This design comes from an exercise in tuning for small area on the open sky130 flow, not from production work.
The RTL was checked by simulation tests, not by an equivalence proof against the original design.
No driver is modelled on the clock port, so clocking that relies on it looks cheaper here than on a real chip.
Power figures rest on the tool's default switching activity, not on a simulated workload.

==> module pong_core, before the edit <==
module pong_core(clk,BTN_EAST, BTN_WEST, Reset, CounterX, CounterY, inDisplayArea, vga_R, vga_G, vga_B, oLed);
input clk;
input wire BTN_EAST, BTN_WEST;
input Reset;
input wire [9:0] CounterX;
input wire [8:0] CounterY;
input wire inDisplayArea;
output vga_R, vga_G, vga_B;
output wire [7:0] oLed;
reg [7:0] oLedCount;
reg [2:0] PaddleBlock;       
reg [9:0] ballXn;            
reg [8:0] ballYn;
wire [9:0] ballX = ~ballXn;
wire [8:0] ballY = ~ballYn;
reg ball_inX, ball_inY;
reg ball_dirX, ball_dirY;
wire left, right;
debounce deboright(.PB(BTN_EAST), .clk(clk), .Reset(Reset), .Reset_n(~Reset), .PB_state(),.PB_down(right),.PB_up());
debounce deboleft (.PB(BTN_WEST), .clk(clk), .Reset(Reset), .Reset_n(~Reset), .PB_state(),.PB_down(left),.PB_up());
wire [2:0] PaddleBlock_d;
paddle_next pn (.p(PaddleBlock), .left(left), .right(right), .rst(Reset), .rst_n(~Reset), .d(PaddleBlock_d));
always @(posedge clk) PaddleBlock <= PaddleBlock_d;
wire x0, x8, x16, y0, y8, y16;
edge_cmp #(.N(10)) cmpx (.a(CounterX), .bn(ballXn), .e0(x0), .e8(x8), .e16(x16));
edge_cmp #(.N(9))  cmpy (.a(CounterY), .bn(ballYn), .e0(y0), .e8(y8), .e16(y16));
always @(posedge clk)
if(Reset)
	ball_inX <= 0;
else if(ball_inX==0)
	ball_inX <= x0 & ball_inY;
else
	ball_inX <= !x16;
always @(posedge clk)
if(Reset)
	ball_inY <= 0;
else if(ball_inY==0)
	ball_inY <= y0;
else
	ball_inY <= !y16;
wire ball = ball_inX & ball_inY;
wire border = (CounterX[9:3]==0) || (CounterX[9:3]==79) || (CounterY[8:3]==0) || (CounterY[8:3]==59);
wire [3:0] pb1 = {1'b0, PaddleBlock} + 4'd1;
wire padA = (CounterX[9:6] == {1'b0, PaddleBlock}) && (CounterX[5:3] != 3'd0);
wire padB = (CounterX[9:6] == pb1) && !((CounterX[5:3] == 3'd7) && (CounterX[2:0] != 3'd0));
wire paddle = (padA | padB) && (CounterY[8:4]==27);
wire BouncingObject = border | paddle;
reg ResetCollision;
always @(posedge clk) if(Reset) ResetCollision <= 0; else ResetCollision <= (CounterY==500) & (CounterX==0);
reg CollisionX1, CollisionX2, CollisionY1, CollisionY2;
always @(posedge clk) if(ResetCollision | Reset) CollisionX1<=0; else if(BouncingObject & x0  & y8 ) CollisionX1<=1;
always @(posedge clk) if(ResetCollision | Reset) CollisionX2<=0; else if(BouncingObject & x16 & y8 ) CollisionX2<=1;
always @(posedge clk) if(ResetCollision | Reset) CollisionY1<=0; else if(BouncingObject & x8  & y0 ) CollisionY1<=1;
always @(posedge clk) if(ResetCollision | Reset) CollisionY2<=0; else if(BouncingObject & x8  & y16) CollisionY2<=1;
wire bottomOnDown   = (ballY[8:3] == 6'd57);
wire bottomOnBorder = bottomOnDown | (ballX[9:3] == 7'd78);
wire collisionDown   = CollisionY2 & bottomOnDown;
wire collisionPaddle = CollisionY2 & ~bottomOnBorder;
wire UpdateBallPosition = ResetCollision;
reg newGame;
always @(posedge clk)
	if (Reset | collisionDown) newGame<=0; else newGame<=1;
wire en = UpdateBallPosition & newGame;
reg fresh;
wire [7:0] c = oLedCount;
wire [1:0] velm1;    
vel_table vt (.c(c), .fresh(fresh), .velm1(velm1));
wire enx = en & ~(CollisionX1 & CollisionX2);
wire eny = en & ~(CollisionY1 & CollisionY2);
wire [9:0] ballXn_d;
wire [8:0] ballYn_d;
wire [10:2] tx;    
wire [9:2] ty;
ball_low #(.K(2'b11)) lowx (.q(ballXn[1:0]), .vm1(velm1), .dir(ball_dirX), .en(enx), .rst(Reset), .d(ballXn_d[1:0]), .t(tx[2]));
ball_low #(.K(2'b11)) lowy (.q(ballYn[1:0]), .vm1(velm1), .dir(ball_dirY), .en(eny), .rst(Reset), .d(ballYn_d[1:0]), .t(ty[2]));
genvar i;
generate for (i=2;i<10;i=i+1) begin: gx
	ball_bit #(.K((~10'd312 >> i) & 1), .P(i & 1)) u (.q(ballXn[i]), .t(tx[i]), .dir(ball_dirX), .rst(Reset), .rst_n(~Reset), .d(ballXn_d[i]), .to(tx[i+1]));
end endgenerate
generate for (i=2;i<9;i=i+1) begin: gy
	ball_bit #(.K((~9'd200 >> i) & 1), .P(i & 1)) u (.q(ballYn[i]), .t(ty[i]), .dir(ball_dirY), .rst(Reset), .rst_n(~Reset), .d(ballYn_d[i]), .to(ty[i+1]));
end endgenerate
wire [8:0] tl;
assign tl[0] = en & collisionPaddle;
generate for (i=0;i<8;i=i+1) begin: gl assign tl[i+1] = tl[i] & c[i]; end endgenerate
always @(posedge clk)
begin
	ballXn <= ballXn_d;
	ballYn <= ballYn_d;
end
always @(posedge clk)
if(Reset)
begin
	oLedCount <= 0;
	fresh <= 0;
	ball_dirX <= 0;
	ball_dirY <= 0;
end
else
begin
	oLedCount <= oLedCount ^ tl[7:0];
	if (en) fresh <= collisionPaddle;
	if (enx & CollisionX2) ball_dirX <= 1; else if (enx & CollisionX1) ball_dirX <= 0;
	if (eny & CollisionY2) ball_dirY <= 1; else if (eny & CollisionY1) ball_dirY <= 0;
end
assign oLed = oLedCount;
reg vga_RB, vga_G;
always @(posedge clk)
if(Reset)
begin
  vga_RB <= 0;
  vga_G <= 0;
end
else
begin
  vga_RB <= (BouncingObject | ball) & inDisplayArea;
  vga_G <= BouncingObject & inDisplayArea;
end
assign vga_R = vga_RB;
assign vga_B = vga_RB;
endmodule
Settings: LEC_CHECK=0, CAP_MARGIN=20, CORE_MARGIN=2, CORE_UTILIZATION=70, SLEW_MARGIN=20, SYNTH_HIERARCHICAL=1; clock period 10.0 ns.
standard.sh (not shown) runs the stock make flow with config.mk's settings and CLKGATE_MAP_FILE= SYNTH_SCRIPT=/design/flow/synth_recipe.tcl, a recipe that flattens the netlist after the stock synthesis.
==> flow/flow/run.sh <==
#!/bin/bash
# The standard layout (standard.sh, with its synthesis unchanged), with these
# changes to the physical steps:
#  - after the floorplan, combinational cells that synthesis sized up are
#    sized down to the smallest cell of their footprint (flow/downsize.tcl);
#    the placement repair steps then fix any slew or capacitance limit;
#  - the smallest buffer (buf_1) on each input and output port;
#  - a clock tree of clkbuf_4 without the dummy loads CTS adds to balance it,
#    with its root and its slowest leaves made clkbuf_8 (flow/resize_ct.tcl).
# make's output goes to standard.log; each ORFS step logs to orfs/logs/.
set -euo pipefail
here=$(pwd)
bash standard.sh \
  POST_FLOORPLAN_TCL="$here/flow/downsize.tcl" \
  BUFFER_PORTS_ARGS="-buffer_cell sky130_fd_sc_hd__buf_1" \
  CTS_ARGS="-sink_clustering_enable -repair_clock_nets -dont_use_dummy_load -buf_list sky130_fd_sc_hd__clkbuf_4" \
  POST_CTS_TCL="$here/flow/resize_ct.tcl" \
  finish > standard.log 2>&1
Other scripts of this flow, unchanged in this note and not shown: flow/flow/downsize.tcl, flow/flow/resize_ct.tcl
==> next run, changes <==
--- a/flow/design.v
+++ b/flow/design.v
@@ -103,20 +103,17 @@
 	ball_inY <= 0;
 else if(ball_inY==0)
 	ball_inY <= y0;
 else
 	ball_inY <= !y16;
 wire ball = ball_inX & ball_inY;
-wire border = (CounterX[9:3]==0) || (CounterX[9:3]==79) || (CounterY[8:3]==0) || (CounterY[8:3]==59);
-wire [3:0] pb1 = {1'b0, PaddleBlock} + 4'd1;
-wire padA = (CounterX[9:6] == {1'b0, PaddleBlock}) && (CounterX[5:3] != 3'd0);
-wire padB = (CounterX[9:6] == pb1) && !((CounterX[5:3] == 3'd7) && (CounterX[2:0] != 3'd0));
-wire paddle = (padA | padB) && (CounterY[8:4]==27);
+wire border, paddle, rc_d;
+raster_dec rd (.cx(CounterX), .cy(CounterY), .p(PaddleBlock), .rst(Reset), .border(border), .paddle(paddle), .rc_d(rc_d));
 wire BouncingObject = border | paddle;
 reg ResetCollision;
-always @(posedge clk) if(Reset) ResetCollision <= 0; else ResetCollision <= (CounterY==500) & (CounterX==0);
+always @(posedge clk) ResetCollision <= rc_d;
 reg CollisionX1, CollisionX2, CollisionY1, CollisionY2;
 always @(posedge clk) if(ResetCollision | Reset) CollisionX1<=0; else if(BouncingObject & x0  & y8 ) CollisionX1<=1;
 always @(posedge clk) if(ResetCollision | Reset) CollisionX2<=0; else if(BouncingObject & x16 & y8 ) CollisionX2<=1;
 always @(posedge clk) if(ResetCollision | Reset) CollisionY1<=0; else if(BouncingObject & x8  & y0 ) CollisionY1<=1;
 always @(posedge clk) if(ResetCollision | Reset) CollisionY2<=0; else if(BouncingObject & x8  & y16) CollisionY2<=1;
 wire bottomOnDown   = (ballY[8:3] == 6'd57);
@@ -144,31 +141,33 @@
 generate for (i=2;i<10;i=i+1) begin: gx
 	ball_bit #(.K((~10'd312 >> i) & 1), .P(i & 1)) u (.q(ballXn[i]), .t(tx[i]), .dir(ball_dirX), .rst(Reset), .rst_n(~Reset), .d(ballXn_d[i]), .to(tx[i+1]));
 end endgenerate
 generate for (i=2;i<9;i=i+1) begin: gy
 	ball_bit #(.K((~9'd200 >> i) & 1), .P(i & 1)) u (.q(ballYn[i]), .t(ty[i]), .dir(ball_dirY), .rst(Reset), .rst_n(~Reset), .d(ballYn_d[i]), .to(ty[i+1]));
 end endgenerate
+wire [7:0] led_d;
 wire [8:0] tl;
 assign tl[0] = en & collisionPaddle;
-generate for (i=0;i<8;i=i+1) begin: gl assign tl[i+1] = tl[i] & c[i]; end endgenerate
+generate for (i=0;i<8;i=i+1) begin: gl
+	cnt_bit #(.P(i & 1)) u (.c(oLedCount[i]), .t(tl[i]), .rst(Reset), .d(led_d[i]), .to(tl[i+1]));
+end endgenerate
+always @(posedge clk) oLedCount <= led_d;
 always @(posedge clk)
 begin
 	ballXn <= ballXn_d;
 	ballYn <= ballYn_d;
 end
 always @(posedge clk)
 if(Reset)
 begin
-	oLedCount <= 0;
 	fresh <= 0;
 	ball_dirX <= 0;
 	ball_dirY <= 0;
 end
 else
 begin
-	oLedCount <= oLedCount ^ tl[7:0];
 	if (en) fresh <= collisionPaddle;
 	if (enx & CollisionX2) ball_dirX <= 1; else if (enx & CollisionX1) ball_dirX <= 0;
 	if (eny & CollisionY2) ball_dirY <= 1; else if (eny & CollisionY1) ball_dirY <= 0;
 end
 assign oLed = oLedCount;
 reg vga_RB, vga_G;
@@ -267,6 +266,25 @@
 xnor2m x_y1 (.a(p[1]), .b(t1), .y(y1));             
 xor2m x_y2 (.a(p[2]), .b(t2n), .y(yn2));            
 assign d[0] = ~(rst_n & yn0);
 assign d[1] = ~(rst_n & y1);
 assign d[2] = ~(rst | yn2);
 endmodule
+module cnt_bit #(parameter P = 0) (input c, input t, input rst, output d, output to);
+wire yn;    
+generate if (P == 0) begin: ph
+	xnor2m x (.a(c), .b(t), .y(yn));
+	assign to = ~(t & c);
+end else begin: pl
+	xor2m x (.a(c), .b(t), .y(yn));
+	assign to = ~t & c;
+end endgenerate
+assign d = ~(rst | yn);
+endmodule
+module raster_dec(input [9:0] cx, input [8:0] cy, input [2:0] p, input rst, output border, output paddle, output rc_d);
+assign border = (cx[9:3]==0) || (cx[9:3]==79) || (cy[8:3]==0) || (cy[8:3]==59);
+wire [3:0] pb1 = {1'b0, p} + 4'd1;
+wire padA = (cx[9:6] == {1'b0, p}) && (cx[5:3] != 3'd0);
+wire padB = (cx[9:6] == pb1) && !((cx[5:3] == 3'd7) && (cx[2:0] != 3'd0));
+assign paddle = (padA | padB) && (cy[8:4]==27);
+assign rc_d = ~rst & (cy == 9'd500) & (cx == 10'd0);
+endmodule
Outcome:
- worst setup slack gets better by 0.0048 ns
- total power climbs slightly
- global-route usage barely changes
- maximum frequency is about the same
- synthesized area grows slightly
- utilization falls by 0.86 points
- cell area came out lower slightly
- count of clock-buffer cells in the layout does not change
- wire length goes up by a few percent
- worst hold slack gains 0.0030 ns
- die area is higher slightly

## the baseline
Starting RTL as in the previous note.
clock: 10.0 ns
lec_check: 0
cap_margin: 20
core_margin: 2
core_utilization: 40
slew_margin: 20
synth_hierarchical: 1
==> flow/flow/run.sh <==
#!/bin/bash
# The standard layout (standard.sh, with its synthesis unchanged), with three
# changes to the physical steps:
#  - after the floorplan, combinational cells that synthesis sized up are
#    sized down to the smallest cell of their footprint (flow/downsize.tcl);
#    the placement repair steps then fix any slew or capacitance limit;
#  - the smallest buffer (buf_1) on each input and output port;
#  - a clock tree of clkbuf_8 without the dummy loads CTS adds to balance it.
# make's output goes to standard.log; each ORFS step logs to orfs/logs/.
set -euo pipefail
here=$(pwd)
bash standard.sh \
  POST_FLOORPLAN_TCL="$here/flow/downsize.tcl" \
  BUFFER_PORTS_ARGS="-buffer_cell sky130_fd_sc_hd__buf_1" \
  CTS_ARGS="-sink_clustering_enable -repair_clock_nets -dont_use_dummy_load -buf_list sky130_fd_sc_hd__clkbuf_8" \
  finish > standard.log 2>&1
==> flow/flow/downsize.tcl <==
# Downsize every combinational cell that synthesis sized up (drive > 1) to
# the smallest cell of the same footprint; buffers, inverters, clock cells
# and registers are left alone. Timing has a large margin at this period;
# the later repair steps fix any slew or capacitance limit this breaks.
set ::downsize_count 0
set ::downsize_saved 0.0
foreach inst [[ord::get_db_block] getInsts] {
  set master [$inst getMaster]
  set name [$master getName]
  if { ![regexp {^(sky130_fd_sc_hd__[a-z0-9]+)_([0-9]+)$} $name -> base size] } { continue }
  if { $size <= 1 } { continue }
  if { [regexp {__(buf|inv|clk|dly|df|edf|sdf|dl|conb|tap|fill|decap|bufinv|probe|lpflow|mux2)} $base] } {
    if { ![string match "*__mux2*" $base] } { continue }
  }
  set best ""
  set best_area 1e9
  foreach s {0 1 2} {
    set m [[ord::get_db] findMaster ${base}_$s]
    if { $m eq "NULL" || $m eq "" } { continue }
    if { $s >= $size } { continue }
    set a [expr {[$m getWidth] * [$m getHeight]}]
    if { $a < $best_area } { set best $m; set best_area $a }
  }
  if { $best eq "" } { continue }
  set old_area [expr {[$master getWidth] * [$master getHeight]}]
  if { [$inst swapMaster $best] } {
    incr ::downsize_count
    set ::downsize_saved [expr {$::downsize_saved + ($old_area - $best_area) / 1e6}]
  }
}
puts "downsize: $::downsize_count cells, [format %.1f $::downsize_saved] um2"
--- input diff the baseline..the candidate ---
--- a/flow/design.v
+++ b/flow/design.v
@@ -113,17 +113,18 @@
 wire paddle = (padA | padB) && (CounterY[8:4]==27);
 wire BouncingObject = border | paddle;
 reg ResetCollision;
 always @(posedge clk) if(Reset) ResetCollision <= 0; else ResetCollision <= (CounterY==500) & (CounterX==0);
-reg CollisionX1, CollisionX2, CollisionY1, CollisionY2;
+reg CollisionX1, CollisionX2, CollisionY1, hitBottom, collisionPaddle;
 always @(posedge clk) if(ResetCollision | Reset) CollisionX1<=0; else if(BouncingObject & x0  & y8 ) CollisionX1<=1;
 always @(posedge clk) if(ResetCollision | Reset) CollisionX2<=0; else if(BouncingObject & x16 & y8 ) CollisionX2<=1;
 always @(posedge clk) if(ResetCollision | Reset) CollisionY1<=0; else if(BouncingObject & x8  & y0 ) CollisionY1<=1;
-always @(posedge clk) if(ResetCollision | Reset) CollisionY2<=0; else if(BouncingObject & x8  & y16) CollisionY2<=1;
+always @(posedge clk) if(ResetCollision | Reset) hitBottom<=0;   else if(x8 & y16) hitBottom<=1;
+always @(posedge clk) if(ResetCollision | Reset) collisionPaddle<=0; else if(paddle & x8 & y16) collisionPaddle<=1;
 wire bottomOnDown   = (ballY[8:3] == 6'd57);
 wire bottomOnBorder = bottomOnDown | (ballX[9:3] == 7'd78);
-wire collisionDown   = CollisionY2 & bottomOnDown;
-wire collisionPaddle = CollisionY2 & ~bottomOnBorder;
+wire collisionDown = hitBottom & bottomOnDown;
+wire CollisionY2   = (hitBottom & bottomOnBorder) | collisionPaddle;
 wire UpdateBallPosition = ResetCollision;
 reg newGame;
 always @(posedge clk)
 	if (Reset | collisionDown) newGame<=0; else newGame<=1;
==> comparison <==
- Summary of the candidate over the baseline: synthesized net count went up by 4, final non-filler cell area rose 0.86%, minimum setup slack among reg-to-reg paths went up by 50 ps, largest net degree at the start of global routing picked up an extra 1, detailed route wirelength on metal3 grew by 25%.
- Compared with the baseline, in the candidate post-route total power comparable; met1 demand-to-capacity share in global routing now smaller.
- Diff the baseline and the candidate: worst setup slack higher in the baseline
- The total routing resource utilization after global routing in the candidate sits 0.49 points below the value recorded for the baseline.
- In the flow results for the baseline and the candidate, the met2 track demand over resource in global routing is larger on the baseline.
- Looking only at fraction of power spent switching nets, and setting everything else aside, the lower value of the baseline and the candidate goes to the candidate.
- The storage element area number comes out lower for the baseline vs the candidate.
- Against the baseline, synthesized area in the candidate came out worse.
- The count of cell instances traversed by the critical path on the baseline is in line with that on the candidate.

==> what the ideal ports hide <==
How much do the figures lean on ideal ports? The routed layouts below were timed once more, with nothing changed but the port constraints.
Step 1 assumes that a clkbuf_16 drives the clock port and a buf_2 every other input.
Step 2 also shifts input and output timing later by t, the mid clock arrival at the registers, as if the neighbouring blocks saw the same clock.
a / b / c = ideal / step 1 / step 2; a / b = the first two.
run | t, ns | setup slack, ns | worst hold slack (ns) | slew at the worst register clock pin (ns) | worst data-port slew with drivers (ns)
the first run of note 1 | 0.360 | 6.354 / 6.361 / 6.001 | 0.362 / 0.362 / 0.362 | 0.09 / 0.09 | 0.03
the second run of note 1 | 0.369 | 6.359 / 6.364 / 5.995 | 0.365 / 0.365 / 0.365 | 0.10 / 0.10 | 0.03
the baseline | 0.374 | 6.381 / 6.392 / 6.018 | 0.363 / 0.363 / 0.363 | 0.09 / 0.09 | 0.04
the candidate | 0.368 | 6.351 / 6.341 / 5.973 | 0.368 / 0.368 / 0.368 | 0.08 / 0.08 | 0.04
After both steps setup and hold are still met in every run listed. The setup slack of the candidate, which loses most, moves by -0.010 ns with the drivers and by -0.378 ns with both steps.
